This is an optimization exercise on Yosys and OpenROAD, whose aim is small area, a short achievable clock period and few clock cycles, not a production implementation.
No functional check of the RTL was part of any run shown here.
Power and IR drop assume default switching activity.

--- constraint.sdc ---
create_clock -name core_clock -period 12.0 [get_ports {S_AXI_ACLK}]
set_input_delay 2.4000 -clock core_clock [delete_from_list [all_inputs] [get_ports {S_AXI_ACLK}]]
set_output_delay 2.4000 -clock core_clock [all_outputs]
set_load 0.01 [all_outputs]
--- design.v ---
`timescale 1 ns / 1 ps
module freqcalccore_v1_0_S00_AXI #
	(
		parameter integer FHT_B = 7,
		parameter integer FHT_N = 2 ** FHT_B,
		parameter IDLE = 3'b000,
		parameter PRELOAD = 3'b001,
		parameter PREMULT_1 = 3'b010,
		parameter PREMULT_2 = 3'b011,
		parameter ACCUMULATION = 3'b100,
		parameter SQUARING = 3'b101,
		parameter CONVERSION = 3'b110,
		parameter FIND_MAX = 3'b111,
		parameter integer PDM_DIV = 2,
		parameter integer SAMPLE_DIV = 256,
		parameter integer C_S_AXI_DATA_WIDTH	= 32,
		parameter integer C_S_AXI_ADDR_WIDTH	= 4
	)
	(
		input wire pdm_data,
		output wire pdm_clk,
		output wire pdm_lrsel,
		output wire led0,
		output wire led1,
		input wire  S_AXI_ACLK,
		input wire  S_AXI_ARESETN,
		input wire [C_S_AXI_ADDR_WIDTH-1 : 0] S_AXI_AWADDR,
		input wire [2 : 0] S_AXI_AWPROT,
		input wire  S_AXI_AWVALID,
		output wire  S_AXI_AWREADY,
		input wire [C_S_AXI_DATA_WIDTH-1 : 0] S_AXI_WDATA,
		input wire [(C_S_AXI_DATA_WIDTH/8)-1 : 0] S_AXI_WSTRB,
		input wire  S_AXI_WVALID,
		output wire  S_AXI_WREADY,
		output wire [1 : 0] S_AXI_BRESP,
		output wire  S_AXI_BVALID,
		input wire  S_AXI_BREADY,
		input wire [C_S_AXI_ADDR_WIDTH-1 : 0] S_AXI_ARADDR,
		input wire [2 : 0] S_AXI_ARPROT,
		input wire  S_AXI_ARVALID,
		output wire  S_AXI_ARREADY,
		output wire [C_S_AXI_DATA_WIDTH-1 : 0] S_AXI_RDATA,
		output wire [1 : 0] S_AXI_RRESP,
		output wire  S_AXI_RVALID,
		input wire  S_AXI_RREADY
	);
    localparam [767:0] CLS_TBL = 768'hb6db6cb2cb2caebaebaaaaaaa68a279a59659248e28a181f79e79e79d75d75c71c6da69a6596186175d65955144d245040f3cf3cf38e38e34d34c30c2cb28a2492081c61440c2040000000000000000000000000000000000000000000000000;
    localparam [1151:0] THR_TBL = 1152'h31ffcd8ff3a7fcfaff42dfd4fff63ffdcfff7fffe9ffffffffffffffffffffffffffffffffffffffffffffffffffffe9fff7fffdcfff63ffd4fff42dfcfaff3a7fcd8ff31ffcb7bf29dfc96ed21ab0766b198a855e81169835650949024e30528814a10518414600518014600518014600518414a10528824e30949035651169855e8198a8766b21ab096ed29dfcb7bf;
    function [16:0] sq9;
        input [8:0] a;
        begin
            sq9 = 17'({(a[0] & a[8]), (a[0] & a[7]), (a[0] & a[6]), (a[0] & a[5]), (a[0] & a[4]), (a[0] & a[3]), (a[0] & a[2]), (a[0] & a[1]), 1'b0, a[0]})
                + 17'({(a[1] & a[8]), (a[1] & a[7]), (a[1] & a[6]), (a[1] & a[5]), (a[1] & a[4]), (a[1] & a[3]), (a[1] & a[2]), 1'b0, a[1], 1'b0, 1'b0})
                + 17'({(a[2] & a[8]), (a[2] & a[7]), (a[2] & a[6]), (a[2] & a[5]), (a[2] & a[4]), (a[2] & a[3]), 1'b0, a[2], 1'b0, 1'b0, 1'b0, 1'b0})
                + 17'({(a[3] & a[8]), (a[3] & a[7]), (a[3] & a[6]), (a[3] & a[5]), (a[3] & a[4]), 1'b0, a[3], 1'b0, 1'b0, 1'b0, 1'b0, 1'b0, 1'b0})
                + 17'({(a[4] & a[8]), (a[4] & a[7]), (a[4] & a[6]), (a[4] & a[5]), 1'b0, a[4], 1'b0, 1'b0, 1'b0, 1'b0, 1'b0, 1'b0, 1'b0, 1'b0})
                + 17'({(a[5] & a[8]), (a[5] & a[7]), (a[5] & a[6]), 1'b0, a[5], 1'b0, 1'b0, 1'b0, 1'b0, 1'b0, 1'b0, 1'b0, 1'b0, 1'b0, 1'b0})
                + 17'({(a[6] & a[8]), (a[6] & a[7]), 1'b0, a[6], 1'b0, 1'b0, 1'b0, 1'b0, 1'b0, 1'b0, 1'b0, 1'b0, 1'b0, 1'b0, 1'b0, 1'b0})
                + 17'({(a[7] & a[8]), 1'b0, a[7], 1'b0, 1'b0, 1'b0, 1'b0, 1'b0, 1'b0, 1'b0, 1'b0, 1'b0, 1'b0, 1'b0, 1'b0, 1'b0, 1'b0})
                + 17'({a[8], 1'b0, 1'b0, 1'b0, 1'b0, 1'b0, 1'b0, 1'b0, 1'b0, 1'b0, 1'b0, 1'b0, 1'b0, 1'b0, 1'b0, 1'b0, 1'b0});
        end
    endfunction
    function ge6;
        input [5:0] a;
        input [5:0] b;
        integer n;
        reg r;
        begin
            r = 1'b1;
            for (n = 0; n < 6; n = n + 1)
                r = (a[n] & ~b[n]) | (~(a[n] ^ b[n]) & r);
            ge6 = r;
        end
    endfunction
    wire clk = S_AXI_ACLK;
    wire rstn = S_AXI_ARESETN;
    reg bvalid, rvalid;
    reg [1:0] raddr;
    reg [5:0] out_k;         
    reg [17:0] out_amp;      
    reg [5:0] cache_k;       
    reg [17:0] cache_amp;
    wire wr_hs = S_AXI_AWVALID & S_AXI_WVALID & ~bvalid;
    wire rd_hs = S_AXI_ARVALID & ~rvalid;
    wire wr_nz = (S_AXI_WSTRB[0] & (|S_AXI_WDATA[7:0])) | (S_AXI_WSTRB[1] & (|S_AXI_WDATA[15:8])) |
                 (S_AXI_WSTRB[2] & (|S_AXI_WDATA[23:16])) | (S_AXI_WSTRB[3] & (|S_AXI_WDATA[31:24]));
    wire start = wr_hs & (S_AXI_AWADDR[3:2] == 2'd3) & wr_nz;
    assign S_AXI_AWREADY = ~bvalid;
    assign S_AXI_WREADY  = ~bvalid;
    assign S_AXI_BVALID  = bvalid;
    assign S_AXI_BRESP   = 2'b00;
    assign S_AXI_ARREADY = ~rvalid;
    assign S_AXI_RVALID  = rvalid;
    assign S_AXI_RRESP   = 2'b00;
    assign S_AXI_RDATA   = (raddr == 2'd1) ? {23'd0, out_k, 3'd0} :
                           (raddr == 2'd2) ? {14'd0, out_amp} : 32'd0;
    always @(posedge clk) begin
        if (!rstn) begin
            bvalid <= 1'b0;
            rvalid <= 1'b0;
            out_k <= 6'd0;
            out_amp <= 18'd0;
        end else begin
            if (wr_hs) bvalid <= 1'b1;
            else if (S_AXI_BREADY) bvalid <= 1'b0;
            if (rd_hs) rvalid <= 1'b1;
            else if (S_AXI_RREADY) rvalid <= 1'b0;
            if (start) begin
                out_k <= cache_k;
                out_amp <= cache_amp;
            end
        end
    end
    always @(posedge clk) if (rd_hs) raddr <= S_AXI_ARADDR[3:2];
    reg [7:0] cnt;           
    reg [6:0] acc;           
    wire bnd = (cnt == 8'd255);
    assign pdm_clk = ~cnt[0];
    assign led0 = ~cnt[0];
    assign led1 = pdm_data;
    assign pdm_lrsel = 1'b0;
    always @(posedge clk) begin
        if (!rstn) cnt <= 8'd0;
        else cnt <= cnt + 8'd1;
        if (cnt[0]) acc <= bnd ? 7'd0 : acc + {6'd0, pdm_data};
    end
    reg [767:0] ring;
    reg [5:0] hold;
    reg pending, clr;
    reg [6:0] ptr;
    wire ins = pending & (ptr[3:0] == 4'd15);
    wire [6:0] ptr1 = ptr + 7'd1;
    wire [2:0] wsel = ins ? ptr1[6:4] : ptr[6:4];
    always @(posedge clk) begin
        if (!rstn) begin
            pending <= 1'b0;
            clr <= 1'b0;
            ptr <= 7'd0;
        end else begin
            clr <= ins;
            if (bnd) pending <= 1'b1;
            else if (ins) pending <= 1'b0;
            if (!clr) ptr <= ptr1;
        end
        if (bnd) hold <= CLS_TBL[6*acc +: 6];
    end
    genvar gq;
    generate
        for (gq = 0; gq < 128; gq = gq + 1) begin : g_ring
            if ((gq % 16) == 0) begin : g_ins
                wire here = (ins | clr) & (wsel == (gq / 16));
                always @(posedge clk)
                    ring[6*gq +: 6] <= here ? (ins ? hold : 6'd0) : ring[6*((gq + 127) % 128) +: 6];
            end else begin : g_sh
                always @(posedge clk)
                    ring[6*gq +: 6] <= ring[6*((gq + 127) % 128) +: 6];
            end
        end
    endgenerate
    localparam [167:0] TPL = 168'hddafd77cd8e97fbcf2d576bcc8805b2cc888c9214f;
    localparam [23:0] FIRST = 24'h041c35;    
    reg run_i;
    reg [4:0] s_i;
    reg [3:0] d_i;
    wire [6:0] ptr2 = ptr + 7'd2;
    wire go = ~run_i & (cnt[7:3] == 5'd2) & (ptr2[2:0] == 3'd0);
    wire wrap_i = (s_i == 5'd23);
    wire last_i = (d_i == 4'd9) & (s_i == 5'd5);
    always @(posedge clk) begin
        if (!rstn) begin
            run_i <= 1'b0;
            s_i <= 5'd0;
            d_i <= 4'd0;
        end else if (go) begin
            run_i <= 1'b1;
            s_i <= 5'd1;
            d_i <= 4'd0;
        end else if (run_i) begin
            if (last_i) run_i <= 1'b0;
            s_i <= wrap_i ? 5'd0 : s_i + 5'd1;
            if (wrap_i) d_i <= d_i + 4'd1;
        end
    end
    wire [4:0] s_n = go ? 5'd0 : s_i;
    wire [3:0] d_n = go ? 4'd0 : d_i;
    wire [6:0] tpl = TPL[7*s_n +: 7];
    wire [2:0] ty_n = tpl[6:4];
    wire lag_n = tpl[0];
    wire [6:0] b7 = {3'd0, d_n};
    reg [6:0] xb;
    always @(*) begin
        case (ty_n)
            3'd0, 3'd2, 3'd4: xb = b7;                   
            3'd1:    xb = 7'd1 - b7;                      
            3'd3:    xb = 7'd16 + b7;                     
            3'd5:    xb = 7'd0 - b7;                      
            3'd6:    xb = 7'd16 - b7;                     
            default: xb = 7'd48 + b7;                     
        endcase
    end
    wire item_n = (run_i | go) & (d_n != 4'd9);
    reg [6:0] jx_r, x_r;
    reg lag_r;
    always @(posedge clk) begin
        jx_r <= (ptr2 - {6'd0, lag_n}) * xb;
        x_r <= xb;
        lag_r <= lag_n;
    end
    reg [55:0] m_r;
    reg xodd_r, lag_s;
    genvar gu;
    generate
        for (gu = 0; gu < 8; gu = gu + 1) begin : g_m
            wire [3:0] ux = gu * x_r[3:0];
            always @(posedge clk) m_r[7*gu +: 7] <= jx_r - {ux, 3'b000};
        end
    endgenerate
    always @(posedge clk) begin
        xodd_r <= x_r[0];
        lag_s <= lag_r;
    end
    reg [47:0] t_r;
    generate
        for (gu = 0; gu < 8; gu = gu + 1) begin : g_t
            wire [6:0] mu = m_r[7*gu +: 7];
            wire [17:0] th = THR_TBL[18*mu[5:0] +: 18];
            wire ng = (mu >= 7'd49) && (mu <= 7'd111);
            wire [5:0] xa = lag_s ? ring[6*(8*gu+1) +: 6] : ring[6*(8*gu) +: 6];
            wire [5:0] xc = lag_s ? ring[6*(8*gu+65) +: 6] : ring[6*(8*gu+64) +: 6];
            wire a2 = ge6(xa, th[11:6]);
            wire c2 = ge6(xc, th[11:6]);
            wire [1:0] fa = {a2, ge6(xa, a2 ? th[5:0] : th[17:12])};
            wire [1:0] fc = {c2, ge6(xc, c2 ? th[5:0] : th[17:12])};
            wire nc = ng ^ xodd_r;
            always @(posedge clk) begin
                t_r[3*gu +: 3]     <= ng ? (3'd0 - {1'b0, fa}) : {1'b0, fa};
                t_r[3*(gu+8) +: 3] <= nc ? (3'd0 - {1'b0, fc}) : {1'b0, fc};
            end
        end
    endgenerate
    reg it_s1, it_e1, it_e2, it_e3;
    reg run_s1, run_e1;
    reg [4:0] s_s1, s_e1, s_e2, s_e3;
    reg [3:0] d_s1, d_e1;
    always @(posedge clk) begin
        if (!rstn) begin
            it_s1 <= 1'b0; it_e1 <= 1'b0; it_e2 <= 1'b0; it_e3 <= 1'b0;
            run_s1 <= 1'b0; run_e1 <= 1'b0;
        end else begin
            it_s1 <= item_n; it_e1 <= it_s1; it_e2 <= it_e1; it_e3 <= it_e2;
            run_s1 <= run_i | go; run_e1 <= run_s1;
        end
        s_s1 <= s_n; s_e1 <= s_s1; s_e2 <= s_e1; s_e3 <= s_e2;
        d_s1 <= d_n; d_e1 <= d_s1;
    end
    integer i;
    reg signed [6:0] vsum;
    always @(*) begin
        vsum = 7'sd0;
        for (i = 0; i < 16; i = i + 1)
            vsum = vsum + {{4{t_r[3*i+2]}}, t_r[3*i +: 3]};
    end
    reg signed [6:0] vsum_r;
    always @(posedge clk) vsum_r <= vsum;
    wire [6:0] tpl3 = TPL[7*s_e3 +: 7];
    wire [2:0] ty3 = tpl3[6:4];
    wire [2:0] r3 = tpl3[3:1];
    wire neg3 = (r3 == 3'd3) | (r3 == 3'd4) | (r3 == 3'd6) | (r3 == 3'd7);
    wire first3 = FIRST[s_e3];
    reg [143:0] ac;      
    wire signed [8:0] vx = {{2{vsum_r[6]}}, vsum_r};
    genvar ga;
    generate
        for (ga = 0; ga < 8; ga = ga + 1) begin : g_acc
            wire signed [8:0] so = ac[18*ga +: 9];
            wire signed [8:0] dn = ac[18*ga+9 +: 9];
            wire signed [8:0] sa = first3 ? 9'sd0 : so;
            wire signed [8:0] da = first3 ? 9'sd0 : dn;
            always @(posedge clk) begin
                if (it_e3 && ty3 == ga) begin
                    ac[18*ga +: 9] <= sa + vx;
                    ac[18*ga+9 +: 9] <= neg3 ? (da - vx) : (da + vx);
                end
            end
        end
    endgenerate
    wire signed [8:0] uS = ac[0 +: 9],   uD = ac[9 +: 9];
    wire signed [8:0] wS = ac[18 +: 9],  wD = ac[27 +: 9];
    wire signed [8:0] tbS = ac[36 +: 9], tbD = ac[45 +: 9];
    wire signed [8:0] tcS = ac[54 +: 9], tcD = ac[63 +: 9];
    wire signed [8:0] obS = ac[72 +: 9], obD = ac[81 +: 9];
    wire signed [8:0] omS = ac[90 +: 9], omD = ac[99 +: 9];
    wire signed [8:0] ocS = ac[108 +: 9], ocD = ac[117 +: 9];
    wire signed [8:0] odS = ac[126 +: 9], odD = ac[135 +: 9];
    reg signed [8:0] c_o1, c_o33, c_t2c, c_o17, c_t2b, c_o113;
    always @(posedge clk) begin
        if (run_e1) begin
            if (s_e1 == 5'd20) c_o1 <= omS;
            if (s_e1 == 5'd21) begin c_o33 <= obD; c_t2c <= tcD; end
            if (s_e1 == 5'd2) c_o17 <= ocS;
            if (s_e1 == 5'd3) begin c_t2b <= tbD; c_o113 <= odD; end
        end
    end
    reg [2:0] pp;      
    always @(*) begin
        case (s_e1)
            5'd12: pp = 3'd1;
            5'd20: pp = 3'd2;
            5'd21: pp = 3'd3;
            5'd0:  pp = 3'd4;
            5'd1:  pp = 3'd5;
            5'd2:  pp = 3'd6;
            5'd3:  pp = 3'd7;
            default: pp = 3'd0;
        endcase
    end
    wire [3:0] own = pp[2] ? (d_e1 - 4'd1) : d_e1;    
    wire [5:0] b6 = {2'd0, own};
    wire bp = pp[2];
    wire signed [8:0] op_u = bp ? uD : uS;
    wire signed [8:0] op_t = bp ? tcS : tbS;
    wire signed [8:0] op_w = bp ? wD : wS;
    wire signed [8:0] op_t2 = bp ? c_t2b : c_t2c;
    reg signed [8:0] op_o, op_c;
    reg ng_t, ng_o, ng_t2, ng_c;
    reg [5:0] k_p;
    reg v_p;
    always @(*) begin
        case (pp)
            3'd1: begin op_o = obS; op_c = c_o1;   ng_t = 1'b0; ng_o = 1'b1; ng_t2 = 1'b0; ng_c = 1'b1; k_p = 6'd0 - b6;  v_p = (own >= 4'd2); end
            3'd2: begin op_o = omD; op_c = c_o33;  ng_t = 1'b1; ng_o = 1'b0; ng_t2 = 1'b1; ng_c = 1'b1; k_p = b6 + 6'd31; v_p = (own >= 4'd1); end
            3'd3: begin op_o = omD; op_c = c_o33;  ng_t = 1'b1; ng_o = 1'b1; ng_t2 = 1'b1; ng_c = 1'b0; k_p = 6'd32 - b6; v_p = (own >= 4'd1); end
            3'd4: begin op_o = odS; op_c = c_o17;  ng_t = 1'b1; ng_o = 1'b0; ng_t2 = 1'b0; ng_c = 1'b1; k_p = b6 + 6'd47; v_p = (own >= 4'd1); end
            3'd5: begin op_o = odS; op_c = c_o17;  ng_t = 1'b1; ng_o = 1'b1; ng_t2 = 1'b0; ng_c = 1'b0; k_p = 6'd16 - b6; v_p = (own >= 4'd1); end
            3'd6: begin op_o = ocD; op_c = c_o113; ng_t = 1'b0; ng_o = 1'b0; ng_t2 = 1'b1; ng_c = 1'b0; k_p = b6 + 6'd15; v_p = (own >= 4'd1); end
            3'd7: begin op_o = ocD; op_c = c_o113; ng_t = 1'b0; ng_o = 1'b1; ng_t2 = 1'b1; ng_c = 1'b1; k_p = 6'd48 - b6; v_p = (own >= 4'd1); end
            default: begin op_o = obS; op_c = c_o1; ng_t = 1'b0; ng_o = 1'b0; ng_t2 = 1'b0; ng_c = 1'b0; k_p = 6'd0; v_p = 1'b0; end
        endcase
    end
    wire [9:0] xt = {op_t[8], op_t} ^ {10{ng_t}};
    wire [9:0] xo = {op_o[8], op_o} ^ {10{ng_o}};
    wire [9:0] xt2 = {op_t2[8], op_t2} ^ {10{ng_t2}};
    wire [9:0] xc = {op_c[8], op_c} ^ {10{ng_c}};
    wire signed [9:0] bin1 = {op_u[8], op_u} + xt + xo + {8'd0, ng_t & ng_o, ng_t ^ ng_o};
    wire signed [9:0] bin2 = {op_w[8], op_w} + xt2 + xc + {8'd0, ng_t2 & ng_c, ng_t2 ^ ng_c};
    wire pair_e1 = run_e1 & (pp != 3'd0) & v_p & (own <= 4'd8);
    reg [8:0] a1_r, a2_r;
    reg signed [10:0] s1_r;
    reg [5:0] k1_r;
    reg v1_r;
    always @(posedge clk) begin
        if (!rstn) v1_r <= 1'b0;
        else v1_r <= pair_e1;
        a1_r <= bin1[9] ? (9'd0 - bin1[8:0]) : bin1[8:0];
        a2_r <= bin2[9] ? (9'd0 - bin2[8:0]) : bin2[8:0];
        s1_r <= bin1 + bin2;
        k1_r <= k_p;
    end
    reg [16:0] sq1_r, sq2_r;
    reg signed [10:0] s_r;
    reg [5:0] k2_r;
    reg v2_r;
    always @(posedge clk) begin
        if (!rstn) v2_r <= 1'b0;
        else v2_r <= v1_r;
        sq1_r <= sq9(a1_r);
        sq2_r <= sq9(a2_r);
        s_r <= s1_r;
        k2_r <= k1_r;
    end
    wire [17:0] dl0 = 18'd0;
    wire [17:0] dl1 = {{6{s_r[10]}}, s_r, 1'b0} + 18'd2;
    wire [17:0] dl2 = {{5{s_r[10]}}, s_r, 2'b00} + 18'd8;
    wire [53:0] dl = {dl2, dl1, dl0};
    reg [53:0] mx;
    reg [17:0] mk;
    wire clr_cand = go;
    genvar gd;
    generate
        for (gd = 0; gd < 3; gd = gd + 1) begin : g_c
            wire [17:0] dv = dl[18*gd +: 18];
            wire [17:0] mv = mx[18*gd +: 18];
            wire [5:0] kv = mk[6*gd +: 6];
            wire [17:0] pv = sq1_r + sq2_r + dv;
            wire [18:0] df = {2'b00, sq1_r} + {2'b00, sq2_r} + {dv[17], dv} - {1'b0, mv};
            wire better = ~df[18] & ((df != 19'd0) | (k2_r < kv));    
            always @(posedge clk) begin
                if (clr_cand) begin
                    mx[18*gd +: 18] <= 18'd0;
                    mk[6*gd +: 6] <= 6'd0;
                end else if (v2_r & better) begin
                    mx[18*gd +: 18] <= pv;
                    mk[6*gd +: 6] <= k2_r;
                end
            end
        end
    endgenerate
    wire [1:0] dsel = (acc >= 7'd91) ? 2'd2 : (acc >= 7'd46) ? 2'd1 : 2'd0;
    always @(posedge clk) begin
        if (bnd) begin
            cache_k <= mk[6*dsel +: 6];
            cache_amp <= mx[18*dsel +: 18];
        end
    end
endmodule
--- config.mk ---
export PLATFORM = sky130hd
export DESIGN_NAME = freqcalccore_v1_0_S00_AXI
export DESIGN_NICKNAME = freqcalccore_v1_0_S00_AXI
export VERILOG_FILES = /design/flow/design.v
export SDC_FILE = /design/flow/constraint.sdc
export NUM_CORES = 8
export LEC_CHECK = 0
export CAP_MARGIN = 20
export CORE_MARGIN = 2
export CORE_UTILIZATION = 40
export PLACE_DENSITY = 0.6
export SLEW_MARGIN = 20
--- run.sh ---
#!/bin/bash
# synth_recipe.tcl (not shown) runs the flow's synth.tcl, then flattens the netlist and writes it again
# the make line also repeats each setting of config.mk as NAME=value (left out here)
make -C /OpenROAD-flow-scripts/flow DESIGN_CONFIG=/design/flow/config.mk WORK_HOME=/design/flow/orfs CLKGATE_MAP_FILE= SYNTH_SCRIPT=/design/flow/synth_recipe.tcl finish
==> results of run 1 <==
==> state kept, by name, summed over array words and instances (netlist names), 9 cells and up <==
| register | count |
|---|---|
| m_r | 25 |
| c_t2c | 9 |
| s_r | 11 |
| cache_amp | 18 |
| a1_r | 9 |
| c_o33 | 9 |
| mk | 18 |
| a2_r | 9 |
| ring | 768 |
| out_amp | 18 |
| s1_r | 11 |
| c_o113 | 9 |
| c_o17 | 9 |
| c_t2b | 9 |
| c_o1 | 9 |
| t_r | 48 |
| sq2_r | 16 |
| ac | 144 |
| sq1_r | 16 |
| mx | 54 |
==> layout make-up <==
class                      count  area [sq um]
sequential                  1344         29300
fill                       15200         89200
timing repair buffer         133          1180
clock buffer                 197          4020
inverter                     448          1680
clock inverter                60           916
antenna                        3          7.51
multi-input combinational   4266         33600
tap                         2175          2720
==> metal layers <==
| layer | wire length (um) | global-route usage |
|---|---|---|
| met5 | 0 | 0 |
| met4 | 4380 | 0.0580 |
| met3 | 8330 | 0.0283 |
| met2 | 70500 | 0.295 |
| met1 | 77700 | 0.276 |
==> power groups by stage <==
stage	clock network, uW	logic (uW)	registers, uW
detailed placement	0	110	4690
global placement	0	109	4690
finish	4480	110	4590
floorplan	0	76.1	4680
CTS	4590	111	4590
global route	4770	121	4590
==> worst register-to-register path: stages, from the launching register on <==
cell and delay (ns):
dfxtp_1 0.39, or3_1 0.13, buf_4 0.46, inv_2 0.28
a21oi_1 0.64, inv_1 0.24, ha_1 0.24, nor2_1 0.23
inv_2 0.18, xnor2_1 0.24, fa_1 0.47, fa_1 0.50
ha_1 0.23, fa_1 0.40, a21o_1 0.19, a21oi_1 0.22
o21bai_1 0.09, a21oi_1 0.23, o21bai_1 0.09, a21oi_1 0.17
xnor2_1 0.37, inv_1 0.11, ha_1 0.37, nor2b_1 0.06
a31o_2 0.21
==> kinds of logic (layout without fill, tap and decap cells) <==
family	count (synthesis)	count (layout)	synth area share
xor+xnor	399	399	0.0537
buf+inv	689	838	0.0412
flops	1344	1344	0.448
mux	335	335	0.0547
fa+ha+maj	784	784	0.170
compound gates	1293	1293	0.126
simple gates	1436	1436	0.107
other cells	1	22	0.0000574
==> cells in the mapped netlist (65+ instances only) <==
library cell | count | area [sq um]
a21o_1 | 91 | 683
a21oi_1 | 420 | 2100
and2_1 | 219 | 1370
clkbuf_1 | 185 | 694
dfxtp_1 | 1107 | 22200
edfxtp_1 | 237 | 7120
fa_1 | 173 | 3460
ha_1 | 610 | 7630
inv_1 | 437 | 1640
mux2_2 | 119 | 1340
mux2i_1 | 210 | 2100
nand2_1 | 413 | 1550
nand2b_1 | 65 | 407
nand3_1 | 86 | 430
nor2_1 | 348 | 1310
nor2b_1 | 76 | 475
o21ai_0 | 271 | 1360
o21bai_1 | 69 | 518
xnor2_1 | 267 | 2340
xor2_1 | 131 | 1150
==> cell usage in the layout, fill, tap and decap left out, types with 36 or more instances in the layout <==
| cell | n |
|---|---|
| a21o_1 | 91 |
| o21ai_0 | 268 |
| o21a_1 | 59 |
| buf_4 | 60 |
| o21bai_1 | 68 |
| nand2b_1 | 65 |
| nor3_1 | 51 |
| dfxtp_1 | 1104 |
| o22ai_1 | 36 |
| fa_1 | 173 |
| xor2_1 | 131 |
| inv_1 | 437 |
| clkdlybuf4s50_1 | 72 |
| nand2_1 | 412 |
| ha_1 | 610 |
| nor2_1 | 348 |
| a31oi_1 | 41 |
| xnor2_1 | 262 |
| mux2i_1 | 208 |
| and2_1 | 218 |
| mux2_2 | 119 |
| nor2b_1 | 75 |
| nand3_1 | 86 |
| clkbuf_16 | 142 |
| edfxtp_1 | 237 |
| a21oi_1 | 419 |
==> per-stage QoR <==
step	util	worst slack (ns)	total power [uW]	cells	instance area, sq um
floorplan	-	5.96	4760	6299	65400
global placement	0.421	5.18	4800	8366	68400
detailed placement	0.421	5.10	4800	8366	68400
CTS	0.451	5.09	9290	8623	73400
global route	0.451	4.58	9480	8623	73400
finish	0.451	5.13	9180	8626	73400
==> worst max-delay path by stage <==
stage                     slack, ns               end  cells after the start
after floorplan                5.96  s1_r[10]$_DFF_P_                     25
after global placement         5.18  s1_r[10]$_DFF_P_                     24
after detailed placement       5.10  s1_r[10]$_DFF_P_                     24
after CTS                      5.09  s1_r[10]$_DFF_P_                     24
after global routing           4.58  s1_r[10]$_DFF_P_                     24
final                          5.13  s1_r[10]$_DFF_P_                     24
==> results.json, run 1 <==
{
  "run_status": "timing/DRC/antenna clean",
  "clk_latency_ns": 0.82,
  "hold_end": "ring[180]$_DFF_P_",
  "cp_max_fo": 44,
  "crit_slowest_cell": "a21oi_1",
  "design.portCount": 103,
  "worst_path_dominant_cell_family": "adder cells",
  "areaGrowthSynthToFinish_pct": 12.2,
  "initial_core_util": 0.402,
  "yosys_register_bits": 1344,
  "worst_pin_slew_ns": 1.27,
  "design.die.area_sq_um": 167000,
  "synth.cell_area_sq_um": 65400,
  "ys_types": 90,
  "final_weighted_congestion_in_routability_driven_placement": 0.906,
  "core.rowCount": 148,
  "finalClockSkew_ns": 0.0771,
  "grt_usage": 0.191,
  "worst_r2r_path_depth": 24,
  "cell_internal_pwr_uw": 7220,
  "setup.worst_path.start_class": "register",
  "critical-path-max-stage-delay_ns": 0.64,
  "post_synthesis_cells": 6281,
  "critPathArrivalTime_ns": 7.53,
  "post_detailed_route_via_to_cell_ratio": 5.16,
  "cts_htree_levels": 4,
  "criticalPathCategory": "reg -> reg",
  "place.port_buffers": 73,
  "first_pass_iters": 6,
  "worst_setup_hold_path_clk_slew_ns": 0.08,
  "totalWireLength_um": 161000,
  "worst_setup_path_end_kind": "register",
  "finalSetupViolCount": 0,
  "tritoncts": "done",
  "postRouteAntennaNets": 0,
  "vias_in_the_first_global_route": 43200,
  "worst_slew_margin_rel": 0.144,
  "fin_hold_ws_ns": 0.298,
  "timing.critical_path.from": "s_e1[3]$_DFF_P_",
  "ys_async_sr_fraction": 0,
  "clk_root_buffer_cell": "clkbuf_16",
  "seq_power_share": 0.500,
  "irDropWorstVdd_mv": 0.111,
  "p_sw_frac": 0.214,
  "hold_buffers": 0,
  "yosysSeqAreaShare": 0.448,
  "cts_inserted_buffers": 141,
  "timing.final.crit_period_ns": 6.87,
  "max-clock-path-buffers": 3,
  "min_delay_path_depth": 0,
  "critPathBufInv": 5,
  "floorplan.die.width_um": 408,
  "final_nets": 7175,
  "relative_contribution_of_the_clock_network_to_total_power": 0.488,
  "layout_worst_path_cycle_share": 0.572,
  "overall_overflow_remaining_after_global_route": 0,
  "ctsResizeCount": 0,
  "worst_path_most_repeated_cell": "a21oi_1",
  "core_region_area_sq_um": 163000,
  "grt_antenna_before_repair": 2,
  "drc": 0,
  "drv.max_cap_violation_count": 0,
  "hold_path_class": "reg -> reg",
  "syn-mean-instance-area_sq_um": 10.4,
  "timing.final.max_slew_violations": 0,
  "routed_wire_length_per_instance_um": 18.6,
  "via_count": 44500,
  "synth-edff-count": 237,
  "dpl.hpwl_um": 120000,
  "required_ns": 12.67,
  "post-cts-setup-buffers": 0,
  "synth.yosys.warnings": 1,
  "critical_path.reg2reg.endpoint": "s1_r[10]$_DFF_P_",
  "grt_pass1_wl_um": 250000,
  "r2r-start": "s_e1[3]$_DFF_P_",
  "finalHoldViolCount": 0,
  "share_comb_of_total_power": 0.012,
  "maxClockFrequency_mhz": 146,
  "timing.critical_path.cells": "or3_1 > buf_4 > inv_2 > a21oi_1 > inv_1 > ha_1 > nor2_1 > inv_2 > xnor2_1 > fa_1 > fa_1 > ha_1 > fa_1 > a21o_1 > a21oi_1 > o21bai_1 > a21oi_1 > o21bai_1 > a21oi_1 > xnor2_1 > inv_1 > ha_1 > nor2b_1 > a31o_2",
  "power_switching_uw": 1960,
  "drt_iter0_markers": 3298,
  "leakagePower_uw": 0.0315,
  "powerDensity_nw_per_um2": 125,
  "timing.setup.tns_ns": 0,
  "postSynth.topFlopCell": "dfxtp_1",
  "grt_setup_unrepaired": "false",
  "clock_sink_count": 1344,
  "die_y_um": 408,
  "reg2reg_setup_slack_ns": 5.13,
  "worstHoldStart": "ring[174]$_DFF_P_",
  "grt_start_max_net_pins": 68,
  "drive_above_1_share": 0.0726
}
==> run 2, diff against run 1 <==
--- a/design.v
+++ b/design.v
@@ -157,15 +157,16 @@
             end
         end
     endgenerate
-    localparam [167:0] TPL = 168'hddafd77cd8e97fbcf2d576bcc8805b2cc888c9214f;
-    localparam [23:0] FIRST = 24'h041c35;    
+    localparam [167:0] TPL = 168'hddafd77cdcf17fbcf2d576a908805b2c4988d4e14f;
+    localparam [95:0] REG = 96'hdcefdecfb7ab642058139a89;
+    localparam [23:0] FIRSTR = 24'h0f1007;
     reg run_i;
     reg [4:0] s_i;
     reg [3:0] d_i;
     wire [6:0] ptr2 = ptr + 7'd2;
     wire go = ~run_i & (cnt[7:3] == 5'd2) & (ptr2[2:0] == 3'd0);
     wire wrap_i = (s_i == 5'd23);
-    wire last_i = (d_i == 4'd9) & (s_i == 5'd5);
+    wire last_i = (d_i == 4'd9) & (s_i == 5'd8);
     always @(posedge clk) begin
         if (!rstn) begin
             run_i <= 1'b0;
@@ -262,128 +263,156 @@
     end
     reg signed [6:0] vsum_r;
     always @(posedge clk) vsum_r <= vsum;
-    wire [6:0] tpl3 = TPL[7*s_e3 +: 7];
-    wire [2:0] ty3 = tpl3[6:4];
-    wire [2:0] r3 = tpl3[3:1];
-    wire neg3 = (r3 == 3'd3) | (r3 == 3'd4) | (r3 == 3'd6) | (r3 == 3'd7);
-    wire first3 = FIRST[s_e3];
-    reg [143:0] ac;      
-    wire signed [8:0] vx = {{2{vsum_r[6]}}, vsum_r};
-    genvar ga;
-    generate
-        for (ga = 0; ga < 8; ga = ga + 1) begin : g_acc
-            wire signed [8:0] so = ac[18*ga +: 9];
-            wire signed [8:0] dn = ac[18*ga+9 +: 9];
-            wire signed [8:0] sa = first3 ? 9'sd0 : so;
-            wire signed [8:0] da = first3 ? 9'sd0 : dn;
-            always @(posedge clk) begin
-                if (it_e3 && ty3 == ga) begin
-                    ac[18*ga +: 9] <= sa + vx;
-                    ac[18*ga+9 +: 9] <= neg3 ? (da - vx) : (da + vx);
-                end
-            end
+    wire [3:0] rg3 = REG[4*s_e3 +: 4];
+    wire first3 = FIRSTR[s_e3];
+    wire signed [7:0] vx = {vsum_r[6], vsum_r};
+    reg signed [6:0] iu0, iu4, iw0, iw4, itb2, itb6, itc2, itc6;
+    reg signed [7:0] pb, qb, pm, qm, pc, qc, pd, qd;
+    reg signed [7:0] acc_in;
+    always @(*) begin
+        case (rg3[2:0])
+            3'd0: acc_in = pb;
+            3'd1: acc_in = qb;
+            3'd2: acc_in = pm;
+            3'd3: acc_in = qm;
+            3'd4: acc_in = pc;
+            3'd5: acc_in = qc;
+            3'd6: acc_in = pd;
+            default: acc_in = qd;
+        endcase
+    end
+    wire signed [7:0] acc_out = (first3 ? 8'sd0 : acc_in) + vx;
+    always @(posedge clk) begin
+        if (it_e3) begin
+            case (rg3)
+                4'd0: iu0 <= vsum_r;
+                4'd1: iu4 <= vsum_r;
+                4'd2: iw0 <= vsum_r;
+                4'd3: iw4 <= vsum_r;
+                4'd4: itb2 <= vsum_r;
+                4'd5: itb6 <= vsum_r;
+                4'd6: itc2 <= vsum_r;
+                4'd7: itc6 <= vsum_r;
+                4'd8: pb <= acc_out;
+                4'd9: qb <= acc_out;
+                4'd10: pm <= acc_out;
+                4'd11: qm <= acc_out;
+                4'd12: pc <= acc_out;
+                4'd13: qc <= acc_out;
+                4'd14: pd <= acc_out;
+                default: qd <= acc_out;
+            endcase
         end
-    endgenerate
-    wire signed [8:0] uS = ac[0 +: 9],   uD = ac[9 +: 9];
-    wire signed [8:0] wS = ac[18 +: 9],  wD = ac[27 +: 9];
-    wire signed [8:0] tbS = ac[36 +: 9], tbD = ac[45 +: 9];
-    wire signed [8:0] tcS = ac[54 +: 9], tcD = ac[63 +: 9];
-    wire signed [8:0] obS = ac[72 +: 9], obD = ac[81 +: 9];
-    wire signed [8:0] omS = ac[90 +: 9], omD = ac[99 +: 9];
-    wire signed [8:0] ocS = ac[108 +: 9], ocD = ac[117 +: 9];
-    wire signed [8:0] odS = ac[126 +: 9], odD = ac[135 +: 9];
+    end
     reg signed [8:0] c_o1, c_o33, c_t2c, c_o17, c_t2b, c_o113;
     always @(posedge clk) begin
         if (run_e1) begin
-            if (s_e1 == 5'd20) c_o1 <= omS;
-            if (s_e1 == 5'd21) begin c_o33 <= obD; c_t2c <= tcD; end
-            if (s_e1 == 5'd2) c_o17 <= ocS;
-            if (s_e1 == 5'd3) begin c_t2b <= tbD; c_o113 <= odD; end
+            if (s_e1 == 5'd18) c_o1 <= pm + qm;
+            if (s_e1 == 5'd20) c_o33 <= pb - qb;
+            if (s_e1 == 5'd20) c_t2c <= itc2 - itc6;
+            if (s_e1 == 5'd2) c_o17 <= pc + qc;
+            if (s_e1 == 5'd6) c_t2b <= itb2 - itb6;
+            if (s_e1 == 5'd6) c_o113 <= pd - qd;
         end
     end
     reg [2:0] pp;      
     always @(*) begin
         case (s_e1)
-            5'd12: pp = 3'd1;
-            5'd20: pp = 3'd2;
-            5'd21: pp = 3'd3;
-            5'd0:  pp = 3'd4;
-            5'd1:  pp = 3'd5;
-            5'd2:  pp = 3'd6;
-            5'd3:  pp = 3'd7;
+            5'd13: pp = 3'd1;
+            5'd18: pp = 3'd2;
+            5'd20: pp = 3'd3;
+            5'd0: pp = 3'd4;
+            5'd2: pp = 3'd5;
+            5'd4: pp = 3'd6;
+            5'd6: pp = 3'd7;
             default: pp = 3'd0;
         endcase
     end
     wire [3:0] own = pp[2] ? (d_e1 - 4'd1) : d_e1;    
     wire [5:0] b6 = {2'd0, own};
     wire bp = pp[2];
-    wire signed [8:0] op_u = bp ? uD : uS;
-    wire signed [8:0] op_t = bp ? tcS : tbS;
-    wire signed [8:0] op_w = bp ? wD : wS;
-    wire signed [8:0] op_t2 = bp ? c_t2b : c_t2c;
-    reg signed [8:0] op_o, op_c;
-    reg ng_t, ng_o, ng_t2, ng_c;
+    wire [6:0] op_t2 = bp ? itc2 : itb2;
+    wire [6:0] op_t6 = bp ? itc6 : itb6;
+    wire [8:0] op_tt = bp ? c_t2b : c_t2c;
+    reg [7:0] op_p, op_q;
+    reg [8:0] op_c;
+    reg nu, nt, np, nq, nt2, nc;
     reg [5:0] k_p;
     reg v_p;
     always @(*) begin
+        nu = bp;
         case (pp)
-            3'd1: begin op_o = obS; op_c = c_o1;   ng_t = 1'b0; ng_o = 1'b1; ng_t2 = 1'b0; ng_c = 1'b1; k_p = 6'd0 - b6;  v_p = (own >= 4'd2); end
-            3'd2: begin op_o = omD; op_c = c_o33;  ng_t = 1'b1; ng_o = 1'b0; ng_t2 = 1'b1; ng_c = 1'b1; k_p = b6 + 6'd31; v_p = (own >= 4'd1); end
-            3'd3: begin op_o = omD; op_c = c_o33;  ng_t = 1'b1; ng_o = 1'b1; ng_t2 = 1'b1; ng_c = 1'b0; k_p = 6'd32 - b6; v_p = (own >= 4'd1); end
-            3'd4: begin op_o = odS; op_c = c_o17;  ng_t = 1'b1; ng_o = 1'b0; ng_t2 = 1'b0; ng_c = 1'b1; k_p = b6 + 6'd47; v_p = (own >= 4'd1); end
-            3'd5: begin op_o = odS; op_c = c_o17;  ng_t = 1'b1; ng_o = 1'b1; ng_t2 = 1'b0; ng_c = 1'b0; k_p = 6'd16 - b6; v_p = (own >= 4'd1); end
-            3'd6: begin op_o = ocD; op_c = c_o113; ng_t = 1'b0; ng_o = 1'b0; ng_t2 = 1'b1; ng_c = 1'b0; k_p = b6 + 6'd15; v_p = (own >= 4'd1); end
-            3'd7: begin op_o = ocD; op_c = c_o113; ng_t = 1'b0; ng_o = 1'b1; ng_t2 = 1'b1; ng_c = 1'b1; k_p = 6'd48 - b6; v_p = (own >= 4'd1); end
-            default: begin op_o = obS; op_c = c_o1; ng_t = 1'b0; ng_o = 1'b0; ng_t2 = 1'b0; ng_c = 1'b0; k_p = 6'd0; v_p = 1'b0; end
+            3'd1: begin op_p = pb; op_q = qb; op_c = c_o1;   nt = 1'b0; np = 1'b1; nq = 1'b1; nt2 = 1'b0; nc = 1'b1; k_p = 6'd0 - b6;  v_p = (own >= 4'd2); end
+            3'd2: begin op_p = pm; op_q = qm; op_c = c_o33;  nt = 1'b1; np = 1'b0; nq = 1'b1; nt2 = 1'b1; nc = 1'b1; k_p = b6 + 6'd31; v_p = (own >= 4'd1); end
+            3'd3: begin op_p = pm; op_q = qm; op_c = c_o33;  nt = 1'b1; np = 1'b1; nq = 1'b0; nt2 = 1'b1; nc = 1'b0; k_p = 6'd32 - b6; v_p = (own >= 4'd1); end
+            3'd4: begin op_p = pd; op_q = qd; op_c = c_o17;  nt = 1'b1; np = 1'b0; nq = 1'b0; nt2 = 1'b0; nc = 1'b1; k_p = b6 + 6'd47; v_p = (own >= 4'd1); end
+            3'd5: begin op_p = pd; op_q = qd; op_c = c_o17;  nt = 1'b1; np = 1'b1; nq = 1'b1; nt2 = 1'b0; nc = 1'b0; k_p = 6'd16 - b6; v_p = (own >= 4'd1); end
+            3'd6: begin op_p = pc; op_q = qc; op_c = c_o113; nt = 1'b0; np = 1'b0; nq = 1'b1; nt2 = 1'b1; nc = 1'b0; k_p = b6 + 6'd15; v_p = (own >= 4'd1); end
+            3'd7: begin op_p = pc; op_q = qc; op_c = c_o113; nt = 1'b0; np = 1'b1; nq = 1'b0; nt2 = 1'b1; nc = 1'b1; k_p = 6'd48 - b6; v_p = (own >= 4'd1); end
+            default: begin op_p = pb; op_q = qb; op_c = c_o1; nt = 1'b0; np = 1'b0; nq = 1'b0; nt2 = 1'b0; nc = 1'b0; k_p = 6'd0; v_p = 1'b0; end
         endcase
     end
-    wire [9:0] xt = {op_t[8], op_t} ^ {10{ng_t}};
-    wire [9:0] xo = {op_o[8], op_o} ^ {10{ng_o}};
-    wire [9:0] xt2 = {op_t2[8], op_t2} ^ {10{ng_t2}};
-    wire [9:0] xc = {op_c[8], op_c} ^ {10{ng_c}};
-    wire signed [9:0] bin1 = {op_u[8], op_u} + xt + xo + {8'd0, ng_t & ng_o, ng_t ^ ng_o};
-    wire signed [9:0] bin2 = {op_w[8], op_w} + xt2 + xc + {8'd0, ng_t2 & ng_c, ng_t2 ^ ng_c};
+    wire [9:0] e_u0 = {{3{iu0[6]}}, iu0};
+    wire [9:0] e_u4 = {{3{iu4[6]}}, iu4} ^ {10{nu}};
+    wire [9:0] e_t2 = {{3{op_t2[6]}}, op_t2} ^ {10{nt}};
+    wire [9:0] e_t6 = {{3{op_t6[6]}}, op_t6} ^ {10{nt}};
+    wire [9:0] e_p = {{2{op_p[7]}}, op_p} ^ {10{np}};
+    wire [9:0] e_q = {{2{op_q[7]}}, op_q} ^ {10{nq}};
+    wire [9:0] e_w0 = {{3{iw0[6]}}, iw0};
+    wire [9:0] e_w4 = {{3{iw4[6]}}, iw4} ^ {10{nu}};
+    wire [9:0] e_tt = {op_tt[8], op_tt} ^ {10{nt2}};
+    wire [9:0] e_c = {op_c[8], op_c} ^ {10{nc}};
+    wire [2:0] one1 = {2'd0, nu} + {1'b0, nt, 1'b0} + {2'd0, np} + {2'd0, nq};
+    wire [1:0] one2 = {1'b0, nu} + {1'b0, nt2} + {1'b0, nc};
+    wire signed [9:0] bin1 = e_u0 + e_u4 + e_t2 + e_t6 + e_p + e_q + {7'd0, one1};
+    wire signed [9:0] bin2 = e_w0 + e_w4 + e_tt + e_c + {8'd0, one2};
     wire pair_e1 = run_e1 & (pp != 3'd0) & v_p & (own <= 4'd8);
     reg [8:0] a1_r, a2_r;
     reg signed [10:0] s1_r;
     reg [5:0] k1_r;
-    reg v1_r;
+    reg v1_r, va_r;
     always @(posedge clk) begin
-        if (!rstn) v1_r <= 1'b0;
-        else v1_r <= pair_e1;
-        a1_r <= bin1[9] ? (9'd0 - bin1[8:0]) : bin1[8:0];
-        a2_r <= bin2[9] ? (9'd0 - bin2[8:0]) : bin2[8:0];
-        s1_r <= bin1 + bin2;
-        k1_r <= k_p;
+        if (!rstn) begin
+            v1_r <= 1'b0;
+            va_r <= 1'b0;
+        end else begin
+            v1_r <= pair_e1;
+            va_r <= v1_r;
+        end
+        if (pair_e1) begin
+            a1_r <= bin1[9] ? (9'd0 - bin1[8:0]) : bin1[8:0];
+            a2_r <= bin2[9] ? (9'd0 - bin2[8:0]) : bin2[8:0];
+            s1_r <= bin1 + bin2;
+            k1_r <= k_p;
+        end
     end
-    reg [16:0] sq1_r, sq2_r;
+    wire [16:0] sq = sq9(va_r ? a2_r : a1_r);
+    reg [16:0] sqa_r;
+    reg [17:0] p0_r;
     reg signed [10:0] s_r;
     reg [5:0] k2_r;
     reg v2_r;
     always @(posedge clk) begin
         if (!rstn) v2_r <= 1'b0;
-        else v2_r <= v1_r;
-        sq1_r <= sq9(a1_r);
-        sq2_r <= sq9(a2_r);
+        else v2_r <= va_r;
+        if (v1_r) sqa_r <= sq;
+        p0_r <= sqa_r + sq;
         s_r <= s1_r;
         k2_r <= k1_r;
     end
-    wire [17:0] dl0 = 18'd0;
     wire [17:0] dl1 = {{6{s_r[10]}}, s_r, 1'b0} + 18'd2;
     wire [17:0] dl2 = {{5{s_r[10]}}, s_r, 2'b00} + 18'd8;
-    wire [53:0] dl = {dl2, dl1, dl0};
+    wire [53:0] pd3 = {p0_r + dl2, p0_r + dl1, p0_r};
     reg [53:0] mx;
     reg [17:0] mk;
     wire clr_cand = go;
     genvar gd;
     generate
         for (gd = 0; gd < 3; gd = gd + 1) begin : g_c
-            wire [17:0] dv = dl[18*gd +: 18];
+            wire [17:0] pv = pd3[18*gd +: 18];
             wire [17:0] mv = mx[18*gd +: 18];
             wire [5:0] kv = mk[6*gd +: 6];
-            wire [17:0] pv = sq1_r + sq2_r + dv;
-            wire [18:0] df = {2'b00, sq1_r} + {2'b00, sq2_r} + {dv[17], dv} - {1'b0, mv};
-            wire better = ~df[18] & ((df != 19'd0) | (k2_r < kv));    
+            wire better = {pv, ~k2_r} > {mv, ~kv};    
             always @(posedge clk) begin
                 if (clr_cand) begin
                     mx[18*gd +: 18] <= 18'd0;
--- a/config.mk
+++ b/config.mk
@@ -8,5 +8,6 @@
 export CAP_MARGIN = 20
 export CORE_MARGIN = 2
 export CORE_UTILIZATION = 40
+export CTS_BUF_LIST = sky130_fd_sc_hd__clkbuf_4 sky130_fd_sc_hd__clkbuf_8
 export PLACE_DENSITY = 0.6
 export SLEW_MARGIN = 20
==> results.json, run 2 <==
{
  "cell_internal_pwr_uw": 6930,
  "initial_core_util": 0.402,
  "layout.cells.most_common_list": "1,057 x dfxtp_1, 486 x ha_1, 431 x inv_1, 388 x nor2_1, 303 x a21oi_1",
  "place.port_buffers": 73,
  "timing.final.crit_period_ns": 7.88,
  "routed_wire_length_per_instance_um": 18.2,
  "timing.final.max_slew_violations": 0,
  "synthAdderAreaFrac": 0.151,
  "hold_buffers": 0,
  "timing.setup.tns_ns": 0,
  "via_count": 39300,
  "critPathBufInv": 6,
  "synth-xor-area-share": 0.0441,
  "drv.max_cap_violation_count": 0,
  "postRouteAntennaNets": 0,
  "most_common_library_cell_in_the_layout_ignoring_fill_and_taps": "dfxtp_1",
  "synth.cell_area_sq_um": 59300,
  "relative_contribution_of_the_clock_network_to_total_power": 0.474,
  "dpl.hpwl_um": 106000,
  "synth_top_area_frac": 0.357,
  "cts_inserted_buffers": 201,
  "critPathArrivalTime_ns": 8.56,
  "hold_path_class": "reg -> reg",
  "final_nets": 6305,
  "die_y_um": 389,
  "worst_pin_slew_ns": 1.26,
  "ys_async_sr_fraction": 0,
  "totalWireLength_um": 140000,
  "synth.yosys.warnings": 1,
  "yosysSeqAreaShare": 0.490,
  "setup.worst_path.start_class": "register",
  "share_comb_of_total_power": 0.010,
  "grt_setup_unrepaired": "false",
  "required_ns": 12.68,
  "synth.top_cells.by_area": "dfxtp_1 36%, edfxtp_1 13%, ha_1 10%",
  "layout_worst_path_cycle_share": 0.657,
  "drive_above_1_share": 0.103,
  "post_synth_most_frequent_cells": "1,059 x dfxtp_1, 486 x ha_1, 432 x inv_1, 389 x nor2_1, 306 x a21oi_1",
  "finalHoldViolCount": 0,
  "synth_most_common_cell": "dfxtp_1",
  "seq_power_share": 0.516,
  "worst_slew_margin_rel": 0.152,
  "post-cts-setup-buffers": 0,
  "vias_in_the_first_global_route": 38300,
  "drt_iter0_markers": 2922,
  "maxClockFrequency_mhz": 127,
  "core_region_area_sq_um": 147000,
  "core.rowCount": 141,
  "ctsResizeCount": 0,
  "synth-edff-count": 262,
  "worst_setup_hold_path_clk_slew_ns": 0.06,
  "syn-mean-instance-area_sq_um": 10.8,
  "simple_gate_fraction_of_synth_area": 0.0972,
  "stdcell_area_sq_um": 66800,
  "placed_area_sq_um": 62000,
  "largest_register_ff_count": 768,
  "worst_path_most_repeated_cell": "fa_1",
  "design.die.area_sq_um": 151000,
  "dominant_combinational_cell_family_by_area_after_synthesis": "adder cells",
  "postSynth.topFlopCell": "dfxtp_1",
  "final_weighted_congestion_in_routability_driven_placement": 0.941,
  "drc": 0,
  "irDropWorstVdd_mv": 0.123,
  "criticalPathCategory": "reg -> reg",
  "overall_overflow_remaining_after_global_route": 0,
  "grt_usage": 0.184,
  "tritoncts": "done",
  "fraction_of_synthesized_area_in_multiplexers": 0.0622,
  "p_sw_frac": 0.211,
  "totalPowerFinal_uw": 8780,
  "power_switching_uw": 1850,
  "critical-path-max-stage-delay_ns": 0.60,
  "top_register": "ring",
  "post_synthesis_cells": 5495,
  "areaGrowthSynthToFinish_pct": 12.7,
  "ys_types": 96,
  "cp_max_fo": 49,
  "design.portCount": 103,
  "grt_antenna_before_repair": 5,
  "leakagePower_uw": 0.0286,
  "powerDensity_nw_per_um2": 131,
  "synth_top_area_cell": "dfxtp_1",
  "worst_setup_path_end_kind": "register",
  "clk_latency_ns": 0.93,
  "finalClockSkew_ns": 0.0577,
  "run_status": "timing/DRC/antenna clean",
  "crit_slowest_cell": "a21oi_2",
  "grt_pass1_wl_um": 218000,
  "synth_compound_gate_area_share": 0.112,
  "clock_sink_count": 1321,
  "worst_path_dominant_cell_family": "adder cells",
  "clk_root_buffer_cell": "clkbuf_8",
  "finalSetupViolCount": 0,
  "reg2reg_setup_slack_ns": 4.12,
  "biggestRegsByFlops": "ring (768), mx (54), t_r (48)",
  "post_detailed_route_via_to_cell_ratio": 5.08,
  "first_pass_iters": 6,
  "grt_start_max_net_pins": 73,
  "cts_htree_levels": 4,
  "yosys_register_bits": 1321,
  "max-clock-path-buffers": 3,
  "floorplan.die.width_um": 389
}
-- run 2: cell type report --
type,instances,area (sq um)
repair buffers,119,1130
well taps,1930,2410
fillers,13700,80700
clock buffers,298,3780
clock inverters,77,967
multi-input cells,3541,27800
flip-flops and latches,1321,29100
inverters,434,1630
diodes,4,10.0
-- run 2: worst paths after layout --
path | start | to | cells after the start
worst max-delay path | s_e1[2]$_DFF_P_ | s1_r[9]$_DFFE_PP_ | 28
worst min-delay path | ring[505]$_DFF_P_ | ring[511]$_DFF_P_ | 0
worst max register to register | s_e1[2]$_DFF_P_ | s1_r[9]$_DFFE_PP_ | 28
worst min register to register | ring[505]$_DFF_P_ | ring[511]$_DFF_P_ | 0
-- run 2: kinds of logic after synthesis --
family,Yosys count
flip-flops,1321
AND/OR/NAND/NOR,1216
adder cells (fa/ha/maj),630
XOR/XNOR,298
multiplexers,346
other,1
AO/OA/AOI/OAI,1032
buffers and inverters,651
-- run 2: worst reg2reg max path: cells and delay by family, from the launching register on --
family / cells / cell delay (ns)
flops: 1 / 0.30
compound gates: 9 / 2.24
fa+ha+maj: 6 / 2.69
buf+inv: 6 / 1.24
xor+xnor: 2 / 0.29
simple gates: 5 / 0.92
-- run 2: per-layer routing --
layer,track usage,share of wire,vias up
met1,0.261,0.48,18700
met3,0.0324,0.055,227
met2,0.283,0.44,1000
met5,0,0.00011,-
li1,-,-,19300
met4,0.0645,0.028,2
-- run 2: power groups by stage --
stage	registers (uW)	clock network (uW)	logic (uW)
after global placement	4630	0	89.2
after CTS	4530	4290	91.4
after global routing	4530	4480	103
final	4530	4160	91.5
after detailed placement	4630	0	90.6
after floorplan	4620	0	65.7
-- run 2: stage by stage --
step / worst slack, ns / hold slack (ns) / instances / util
floorplan: 5.59 / 0.310 / 5513 / -
global route: 3.61 / 0.294 / 7721 / 0.453
detailed placement: 4.11 / 0.312 / 7342 / 0.420
finish: 4.12 / 0.295 / 7724 / 0.453
global placement: 4.14 / 0.310 / 7342 / 0.420
CTS: 4.13 / 0.285 / 7717 / 0.452

-- what the ideal ports hide --
Ports are ideal in the flow. The routed layouts listed here were re-timed in OpenROAD. Step 1, drivers: a clkbuf_16 drives S_AXI_ACLK and a buf_2 each remaining input, both assumed. Step 2 times the ports against the registers' clock, not the clock port: input delays grow and output delays shrink by t, the midpoint of the rising clock arrivals with the driver on. Slacks: ideal / step 1 / step 2; pairs: ideal / step 1.
run | t, ns | setup WS [ns] | worst setup path at the end
run 1 | 0.848 | 5.132 / 5.132 / 5.132 | register to register
run 2 | 0.968 | 4.117 / 4.117 / 4.117 | register to register
After both steps every run listed still meets setup and hold.
